Background: an optimization exercise with open tools, aiming at small area. Do not read the settings as production practice. No run shown here included a check of the RTL's function; only the layout flow was run. Power is estimated from default activity; no workload was simulated.

File: design.v
`default_nettype none
module violet_top
  (
    input wire i_clk,
    input wire rst,
    input wire [15:0] leds,
    input wire [15:0] display,
    output wire [15:0] buttons,
    input wire uart_rx,
    output wire uart_tx
  );
  violet_core #(.BAUD_DIV(25000000 / 9600)) u_vio(i_clk, rst, leds, display, buttons, uart_rx, uart_tx);
endmodule
module violet_core #(parameter BAUD_DIV = 2604)
  (
    input wire i_clk,
    input wire rst,
    input wire [15:0] leds,
    input wire [15:0] display,
    output reg [15:0] buttons,
    input wire uart_rx,
    output wire uart_tx
  );
  function [11:0] lfsr_step(input [11:0] s);
    lfsr_step = {s[10:0], ~(s[11] ^ s[0])};
  endfunction
  function [11:0] lfsr_after(input integer n);
    integer i;
    begin
      lfsr_after = 12'd0;
      for (i = 0; i < n; i = i + 1)
        lfsr_after = lfsr_step(lfsr_after);
    end
  endfunction
  localparam [11:0] T_MASK = 12'b101010101010;
  localparam RX_HALF = (BAUD_DIV / 16) * 8;
  localparam [11:0] RX_MID = lfsr_after(RX_HALF - 1);
  localparam [11:0] RX_END = lfsr_after(2 * RX_HALF - 1);
  localparam [11:0] TX_END = lfsr_after(BAUD_DIV - 1);
  reg rx_d, rx_s;
  always @(posedge i_clk) begin
    rx_d <= uart_rx;
    rx_s <= rst | rx_d;
  end
  reg [11:0] rx_tr;     
  wire [11:0] rx_t = rx_tr ^ T_MASK;
  reg [9:0]  rx_sh;
  reg [7:0]  rx_data_n;   
  wire [7:0] rx_data = ~rx_data_n;
  reg        rx_avail, rx_err;
  wire       rx_ack;
  wire rx_first = rx_sh[8:0] == 9'd0;          
  wire rx_idle  = rx_first && !rx_sh[9];
  wire rx_mid   = rx_t == RX_MID;
  wire rx_end   = rx_t == RX_END;
  wire rx_bad   = rx_first && rx_sh[9] && rx_mid && rx_s;   
  wire rx_smid  = rx_mid && rx_sh[0];           
  wire rx_done  = rx_end && rx_sh[1] && rx_sh[0];   
  wire rx_clr   = rst || rx_bad || rx_done;
  wire rx_shift = rx_idle ? !rx_s : rx_mid && !rx_sh[0];
  always @(posedge i_clk) begin
    if (rx_idle || rx_end)
      rx_tr <= T_MASK;
    else
      rx_tr <= lfsr_step(rx_t) ^ T_MASK;
    if (rx_clr)
      rx_sh <= 10'd0;
    else if (rx_shift)
      rx_sh <= {rx_idle | rx_s, rx_sh[9:1]};
    else if (rx_smid)
      rx_sh[1] <= 1'b1;
    if (rx_done && !rx_err)
      rx_data_n <= ~rx_sh[9:2];
    if (rst || (rx_idle && rx_ack))
      rx_avail <= 1'b0;
    else if (rx_done && !rx_err)
      rx_avail <= 1'b1;
    if (rst || (rx_idle && rx_ack))
      rx_err <= 1'b0;
    else if (rx_bad || (rx_smid && !rx_s))
      rx_err <= 1'b1;
  end
  reg [2:0]  dst;
  reg [1:0]  cls;         
  reg [15:0] cmd_data_n;    
  wire [15:0] cmd_data = ~cmd_data_n;
  assign rx_ack = dst[2];
  wire cmd_en = dst == 3'b010;
  wire d_read = !dst[2] && rx_avail;
  always @(posedge i_clk) begin
    if (d_read && !dst[0])
      cls <= rx_data[7:2] == 6'd0 ? rx_data[1:0] : 2'b00;
    if (d_read && dst[0])
      cmd_data_n <= ~{rx_data, cmd_data[15:8]};
    if (rst)
      dst <= 3'b000;
    else if (dst[2])
      dst <= {1'b0, dst[0], !dst[1]};
    else
      dst <= {rx_avail, dst[1] & dst[0], dst[0]};
  end
  localparam V_IDLE = 3'b000, V_REQ = 3'b011, V_TX1 = 3'b010, V_W1 = 3'b110,
             V_W2 = 3'b100;
  reg [2:0]  vst;
  reg [15:0] out_r;       
  wire [15:0] out = out_r ^ 16'hff00;
  wire       tx_idle;
  wire v_free = vst == V_IDLE || (vst == V_W2 && tx_idle);
  wire accept = cmd_en && cls[0] && v_free;
  wire tx_go  = (vst == V_W1 || vst == V_W2) && tx_idle;
  always @(posedge i_clk) begin
    if (rst)
      buttons <= 16'd0;
    else if (cmd_en && cls == 2'b10)
      buttons <= cmd_data;
    if (accept)
      out_r <= (cls[1] ? display : leds) ^ 16'hff00;
    else if (vst == V_W1 && tx_idle)
      out_r[7:0] <= out[15:8];
    if (rst)
      vst <= V_IDLE;
    else if (accept)
      vst <= V_REQ;
    else
      case (vst)
        V_REQ: vst <= V_TX1;
        V_TX1: vst <= V_W1;
        V_W1:  if (tx_idle) vst <= V_W2;
        V_W2:  if (tx_idle) vst <= V_IDLE;
        default: vst <= V_IDLE;
      endcase
  end
  reg [9:0]  tsh;
  reg [11:0] tx_tr;
  wire [11:0] tx_t = tx_tr ^ T_MASK;
  assign tx_idle = tsh == 10'd0;
  assign uart_tx = tsh[0] | tx_idle;
  wire tx_end = tx_t == TX_END;
  always @(posedge i_clk) begin
    if (tx_go || tx_end)
      tx_tr <= T_MASK;
    else
      tx_tr <= lfsr_step(tx_t) ^ T_MASK;
    if (rst)
      tsh <= 10'd0;
    else if (tx_go)
      tsh <= {1'b1, out[7:0], 1'b0};
    else if (tx_end)
      tsh <= tsh >> 1;
  end
endmodule
File: flow/run.sh
#!/bin/bash
# Standard ORFS layout with three changes:
#  - synthesis maps the logic with an area-oriented ABC script (flow/area.abc);
#    everything else in synthesis, registers included, is the standard one
#  - port buffers are the smallest buffer cell
#  - the clock tree uses small buffers and no dummy loads
# make's full output goes to flow.log; ORFS keeps each step's log under orfs/logs.
set -euo pipefail
export MY_ABC_SCRIPT=$PWD/flow/area.abc
bash standard.sh \
  "SYNTH_SCRIPT=$PWD/flow/synth.tcl" \
  "BUFFER_PORTS_ARGS=-buffer_cell sky130_fd_sc_hd__buf_1" \
  "CTS_ARGS=-sink_clustering_enable -repair_clock_nets -buf_list {sky130_fd_sc_hd__clkbuf_4 sky130_fd_sc_hd__clkbuf_8} -sink_clustering_size 30 -sink_clustering_max_diameter 100 -dont_use_dummy_load" \
  finish > flow.log 2>&1
File: flow/area.abc
strash
dc2
dch -f
amap
topo
dnsize -c
File: flow/synth.tcl
proc synth {args} { yosys synth -nofsm -noshare {*}$args }
proc abc {args} {
  set i [lsearch -exact $args -script]
  if {$i >= 0 && [info exists ::env(MY_ABC_SCRIPT)]} { lset args [expr {$i + 1}] $::env(MY_ABC_SCRIPT) }
  yosys abc {*}$args
}
source $::env(SCRIPTS_DIR)/synth.tcl
# left out here: clear keep_hierarchy, flatten, clean up, hide names made inside functions, write 1_2_yosys.v
File: standard.sh
#!/bin/bash
# synth_recipe.tcl (not shown) runs the flow's synth.tcl, then flattens the netlist and writes it again
# the make line also repeats each setting of config.mk as NAME=value (left out here)
make -C /OpenROAD-flow-scripts/flow DESIGN_CONFIG=/design/flow/config.mk WORK_HOME=/design/flow/orfs CLKGATE_MAP_FILE= SYNTH_SCRIPT=/design/flow/synth_recipe.tcl "${@:-finish}"
File: config.mk
export PLATFORM = sky130hd
export DESIGN_NAME = violet_top
export DESIGN_NICKNAME = violet_top
export VERILOG_FILES = /design/flow/design.v
export SDC_FILE = /design/flow/constraint.sdc
export NUM_CORES = 4
export LEC_CHECK = 0
export CAP_MARGIN = 0
export CORE_MARGIN = 2
export CORE_UTILIZATION = 40
export SLEW_MARGIN = 0
File: constraint.sdc
create_clock -name core_clock -period 10.0 [get_ports {i_clk}]
set_input_delay 2.0000 -clock core_clock [delete_from_list [all_inputs] [get_ports {i_clk}]]
set_output_delay 2.0000 -clock core_clock [all_outputs]
set_load 0.01 [all_outputs]
==> results_dict.tcl, run 1 <==
set metrics [dict create \
    outcome "finished clean" \
    r2r_start "u_vio.rx_sh[0]$_SDFFE_PP0P_" \
    grt_remaining_overflow 0 \
    leakagePower_nw 1.43 \
    hpwl_um 4660 \
    max_cap_violations 0 \
    fin_nets 418 \
    cp-startpoint "u_vio.tsh[7]$_SDFFE_PP0P_" \
    cts_root_buf "clkbuf_8" \
    cts-hold-fix-buffers 0 \
    final_cell_mix "70 x dfxtp_1, 51 x buf_1, 43 x nor2_1, 42 x edfxtp_1, 24 x clkinv_1" \
    drtIter0Drc 141 \
    start_util_pct 40.9 \
    setup_tns_ns 0 \
    grt_pass1_wl_um 11000 \
    critPathKind "reg -> out" \
    drt_first_pass_iters 5 \
    grt_max_degree 33 \
    crit_arrival_ns 2.09 \
    wirelength_um 6600 \
    clkTransAtPathRegs_ns 0.08 \
    cts_tree "yes" \
    finalHoldViolations 0 \
    via_per_inst 5.23 \
    cts_buffers 9 \
    ant_nets 0 \
    synth_seq_area_share_pct 70.8 \
    gp_congestion 0.807 \
    final-instance-count-excl-fill 492 \
    track_usage_pct 13.6 \
    ys_ff_latch 112 \
    power_density_nw_per_um2 196 \
    cts_max_level 3 \
    dpl.cell_count 483 \
    io_pins 52 \
    hold_ws_ns 0.384 \
    final_util_pct 46.2 \
    ir_drop_mv 0.0983 \
    numPortBuffers 51 \
    clk_latency_ns 0.35 \
    die-area_um2 10200 \
    diodes 0 \
    drc 0 \
    netlist_instances 317 \
    antenna_found_initial 0 \
    postCtsSetupRepairBufs 0 \
    die_h_um 101 \
    rsz0062_at_grt "false" \
    synth_cell_types 27 \
    hp-start "u_vio.tx_tr[8]$_SDFF_PP0_" \
    report.power.total_uw 833 \
    critPathCaptureType "output pin" \
    cp.required_ns 8.00 \
    min_period_over_period_pct 40.9 \
    fp.coreArea_um2 9200 \
    startpoint_type "register" \
    slew_viol_final 0 \
    min_period_ns 4.09 \
    grt_pass1_vias 2497 \
    rows 35 \
    avgSynthCellArea_um2 11.9 \
    worstMarginPinSlew_ns 0.961 \
    cts_sinks 112 \
    post_drt_wl_per_cell_um 13.4 \
    syn-num-nets 352 \
    cts_buffer_depth 2 \
    fp.dieW_um 101 \
    netlist_area_um2 3760 \
    cts_resized 0 \
    setup_viol 0 \
    timing.fmax_mhz 244 \
    yosysWarnings 1 \
    area_growth_pct 13.0 \
    final_common_cell "dfxtp_1" \
    drive_above_1_share_pct 3.67 \
    hp-class "reg -> reg" \
    fin_worst_skew_ns 0.0233 \
    crit_fanout 4 \
    relSlewSlack_pct 35.7 \
    vias 2571 \
]
[critical path, stage by stage, from the launching register on]
cell	delay (ns)
dfxtp_1	0.32
or4_1	0.51
nor4_1	0.61
or2_0	0.18
buf_1	0.15
[Yosys cell counts, drive strengths merged]
master / n / share of area (%)
nand4: 5 / 0.83
clkinv: 24 / 2.4
nand3b: 1 / 0.20
o22ai: 16 / 2.7
or2: 3 / 0.50
nor4b: 1 / 0.23
or4: 5 / 1.0
edfxtp: 42 / 34
nand3: 9 / 1.2
o31a: 1 / 0.23
o21ai: 19 / 2.5
a21oi: 21 / 2.8
nand2: 13 / 1.3
a211oi: 4 / 0.80
or3: 1 / 0.17
a31oi: 1 / 0.17
a222oi: 8 / 2.1
nor3: 5 / 0.67
dfxtp: 70 / 37
a311oi: 1 / 0.23
nand2b: 1 / 0.17
a22oi: 10 / 2.0
nand4b: 2 / 0.47
a221oi: 6 / 1.4
o21a: 1 / 0.20
nor2: 43 / 4.3
nor4: 4 / 0.67
[final timing paths]
path / end / cells past startpoint / slack, ns
worst max-delay path: uart_tx / 4 / 5.91
worst min-delay path: u_vio.tx_tr[9]$_SDFF_PP1_ / 1 / 0.38
worst max register to register: u_vio.rx_sh[7]$_SDFFE_PP0P_ / 9 / 6.98
worst min register to register: u_vio.tx_tr[9]$_SDFF_PP1_ / 1 / 0.38
[metal layers]
| layer | global-route usage (%) | wire, µm |
|---|---|---|
| met4 | 4.78 | 106 |
| met5 | 0 | 0 |
| met2 | 23.5 | 3250 |
| met1 | 15.9 | 3070 |
| met3 | 4.30 | 168 |
[flip-flops by register name, summed over array words and instances (netlist names), 2 cells and up]
signal	count
u_vio.dst	3
u_vio.buttons	16
u_vio.rx_data_n	8
u_vio.rx_sh	10
u_vio.vst	3
u_vio.rx_tr	12
u_vio.tsh	10
u_vio.tx_tr	12
u_vio.cmd_data_n	16
u_vio.cls	2
u_vio.out_r	16
[final cells by class]
type                    count  area, µm²
clock buffers               9        124
fillers                   850       4950
inverters                  24       90.1
multi-input cells         181       1010
flip-flops and latches    112       2660
well taps                 111        139
repair buffers             55        221
[report_power, final]
group / internal [mW] / switching [mW]
clock: 0.0812 / 0.122
combinational: 0.0325 / 0.0569
sequential: 0.516 / 0.0245
[metrics by stage]
stage / instance area [µm²] / setup WS (ns)
after global routing: 4250 / 5.83
after CTS: 4250 / 5.89
after detailed placement: 4130 / 6.22
after global placement: 4130 / 6.27
after floorplan: 3760 / 6.57
final: 4250 / 5.91
[cell families (layout without fill, tap and decap cells)]
kind of cell,after synthesis,count (layout),share of synthesized area [%]
AO/OA/AOI/OAI,88,88,15.1
buffers and inverters,24,88,2.40
flip-flops,112,112,70.8
AND/OR/NAND/NOR,93,93,11.7
==> run 2: changes to the inputs <==
--- a/flow/run.sh
+++ b/flow/run.sh
@@ -10,5 +10,5 @@
 bash standard.sh \
   "SYNTH_SCRIPT=$PWD/flow/synth.tcl" \
   "BUFFER_PORTS_ARGS=-buffer_cell sky130_fd_sc_hd__buf_1" \
-  "CTS_ARGS=-sink_clustering_enable -repair_clock_nets -buf_list {sky130_fd_sc_hd__clkbuf_4 sky130_fd_sc_hd__clkbuf_8} -sink_clustering_size 30 -sink_clustering_max_diameter 100 -dont_use_dummy_load" \
+  "CTS_ARGS=-sink_clustering_enable -repair_clock_nets -buf_list sky130_fd_sc_hd__clkbuf_8 -sink_clustering_size 30 -sink_clustering_max_diameter 100 -dont_use_dummy_load" \
   finish > flow.log 2>&1
==> results_dict.tcl, run 2 <==
set metrics [dict create \
    outcome "finished clean" \
    grt_pass1_vias 2497 \
    leakagePower_nw 1.43 \
    cts-hold-fix-buffers 0 \
    synth.most_common_cell "dfxtp_1" \
    critPathKind "reg -> out" \
    power_density_nw_per_um2 196 \
    final_cell_mix "70 x dfxtp_1, 51 x buf_1, 43 x nor2_1, 42 x edfxtp_1, 24 x clkinv_1" \
    wirelength_um 6600 \
    numPortBuffers 51 \
    gp_congestion 0.807 \
    min_period_ns 4.09 \
    clkTransAtPathRegs_ns 0.08 \
    syn-num-nets 352 \
    drtIter0Drc 141 \
    relSlewSlack_pct 35.7 \
    report.power.total_uw 833 \
    rsz0062_at_grt "false" \
    die_h_um 101 \
    vias 2571 \
    cts_sinks 112 \
    timing.fmax_mhz 244 \
    synth_common_cells "70 x dfxtp_1, 43 x nor2_1, 42 x edfxtp_1" \
    synth_seq_area_share_pct 70.8 \
    ir_drop_mv 0.0983 \
    setup_viol 0 \
    grt_max_degree 33 \
    slowest_delay_ns 0.61 \
    final_common_cell "dfxtp_1" \
    multi_input_area_um2 1010 \
    setup_tns_ns 0 \
    finalHoldViolations 0 \
    crit_arrival_ns 2.09 \
    path_cells "or4_1, nor4_1, or2_0, buf_1" \
    track_usage_pct 13.6 \
    fillCellCount 850 \
    max_cap_violations 0 \
    cts_root_buf "clkbuf_8" \
    die-area_um2 10200 \
    slew_viol_final 0 \
    fin_nets 418 \
    crit_slowest_cell "nor4_1" \
    drc 0 \
    postCtsSetupRepairBufs 0 \
    clk_latency_ns 0.35 \
    grt_remaining_overflow 0 \
    hp-class "reg -> reg" \
    crit_fanout 4 \
    cts_tree "yes" \
    netlist_instances 317 \
    netlist_area_um2 3760 \
    cts_buffer_depth 2 \
    cts_max_level 3 \
    placed_cell_area_um2 4130 \
    final_cell_area_um2 4250 \
    cp.required_ns 8.00 \
    yosys-top-cells-area "dfxtp_1 37%, edfxtp_1 34%, nor2_1 4.3%" \
    fp.coreArea_um2 9200 \
    synth_cell_types 27 \
    min_period_over_period_pct 40.9 \
    ant_nets 0 \
    antenna_found_initial 0 \
    startpoint_type "register" \
    synth_edf_count 42 \
    avgSynthCellArea_um2 11.9 \
    yosysTopAreaCell "dfxtp_1" \
    cts_buffers 9 \
    cts_resized 0 \
    start_util_pct 40.9 \
    rows 35 \
    ys_ff_latch 112 \
    diodes 0 \
    synthFlopType "dfxtp_1" \
    regArea_um2 2660 \
    critPathCaptureType "output pin" \
    largestRegisters "u_vio.buttons: 16 flops, u_vio.cmd_data_n: 16 flops, u_vio.out_r: 16 flops" \
    grt_pass1_wl_um 11000 \
    yosysWarnings 1 \
    io_pins 52 \
    via_per_inst 5.23 \
    hpwl_um 4660 \
    fp.dieW_um 101 \
    area_growth_pct 13.0 \
    drt_first_pass_iters 5 \
    fin_worst_skew_ns 0.0233 \
    worstMarginPinSlew_ns 0.961 \
    synth_top_area_share_pct 37.3 \
    drive_above_1_share_pct 3.67 \
    synthArstFlopShare_pct 0 \
    post_drt_wl_per_cell_um 13.4 \
]
-- run 2: cell counts in the layout (fill, tap and decap cells not counted) --
Identical to the previous run, type by type.
-- run 2: stage by stage --
step	hold slack [ns]	std cells	util [%]	setup slack, ns
3_3_place_gp	0.363	483	44.9	6.27
4_1_cts	0.389	492	46.2	5.89
3_5_place_dp	0.363	483	44.9	6.22
6_report	0.384	492	46.2	5.91
5_1_grt	0.403	492	46.2	5.83
2_1_floorplan	0.353	317	-	6.57
-- run 2: power by group --
| group | switching (mW) | internal [mW] | total, mW |
|---|---|---|---|
| Sequential | 0.0245 | 0.516 | 0.540 |
| Combinational | 0.0569 | 0.0325 | 0.0894 |
| Clock | 0.122 | 0.0812 | 0.204 |
-- run 2: final cells by class --
type                    instances  area share (%)
multi-input cells             181            23.8
repair buffers                 55            5.21
clock buffers                   9            2.91
flip-flops and latches        112            62.6
inverters                      24            2.12
well taps                     111            3.27
-- run 2: path summary, 6_finish.rpt --
| kind | from | to | slack [ns] | depth (start not counted) |
|---|---|---|---|---|
| hold / removal | u_vio.tx_tr[8]$_SDFF_PP0_ | u_vio.tx_tr[9]$_SDFF_PP1_ | 0.38 | 1 |
| setup / recovery | u_vio.tsh[7]$_SDFFE_PP0P_ | uart_tx | 5.91 | 4 |
| hold reg to reg | u_vio.tx_tr[8]$_SDFF_PP0_ | u_vio.tx_tr[9]$_SDFF_PP1_ | 0.38 | 1 |
| setup reg to reg | u_vio.rx_sh[0]$_SDFFE_PP0P_ | u_vio.rx_sh[7]$_SDFFE_PP0P_ | 6.98 | 9 |
-- run 2: layer usage --
| layer | global-route usage [%] | routed length [µm] |
|---|---|---|
| met1 | 15.9 | 3070 |
| met2 | 23.5 | 3250 |
| met3 | 4.30 | 168 |
| met4 | 4.78 | 106 |
| met5 | 0 | 0 |
-- run 2: kinds of logic after synthesis --
kind of cell | Yosys count | share of synthesized area, %
AO/OA/AOI/OAI | 88 | 15.1
buffers and inverters | 24 | 2.40
flip-flops | 112 | 70.8
AND/OR/NAND/NOR | 93 | 11.7
-- run 2: critical path, delay by kind of cell (launching register included) --
family / cells / cell delay (ns)
buffers and inverters: 1 / 0.15
DFF: 1 / 0.32
and+or+nand+nor: 3 / 1.30

## afterwards: timing with drivers on the ports
Ports are ideal in the flow. The routed layouts listed here were re-timed in OpenROAD.
Step 1 sets driving cells, clkbuf_16 on the clock port and buf_2 on the other inputs (assumed; they add their load-dependent delay and slew).
Step 2 moves the port delays by t, midway between the first and last clock arrival at a register: inputs arrive t later, outputs are due t later. That takes back most of the time a late clock gives input paths.
Slacks: ideal / step 1 / step 2; pairs: ideal / step 1.
run	t (ns)	setup WS [ns]	latest minus earliest clock arrival (ns)	cell pins on the clock port's net
run 1	0.368	5.905 / 5.875 / 6.243	0.023 / 0.024	1
run 2	0.368	5.905 / 5.875 / 6.243	0.023 / 0.024	1
After both steps every run listed still meets setup and hold.
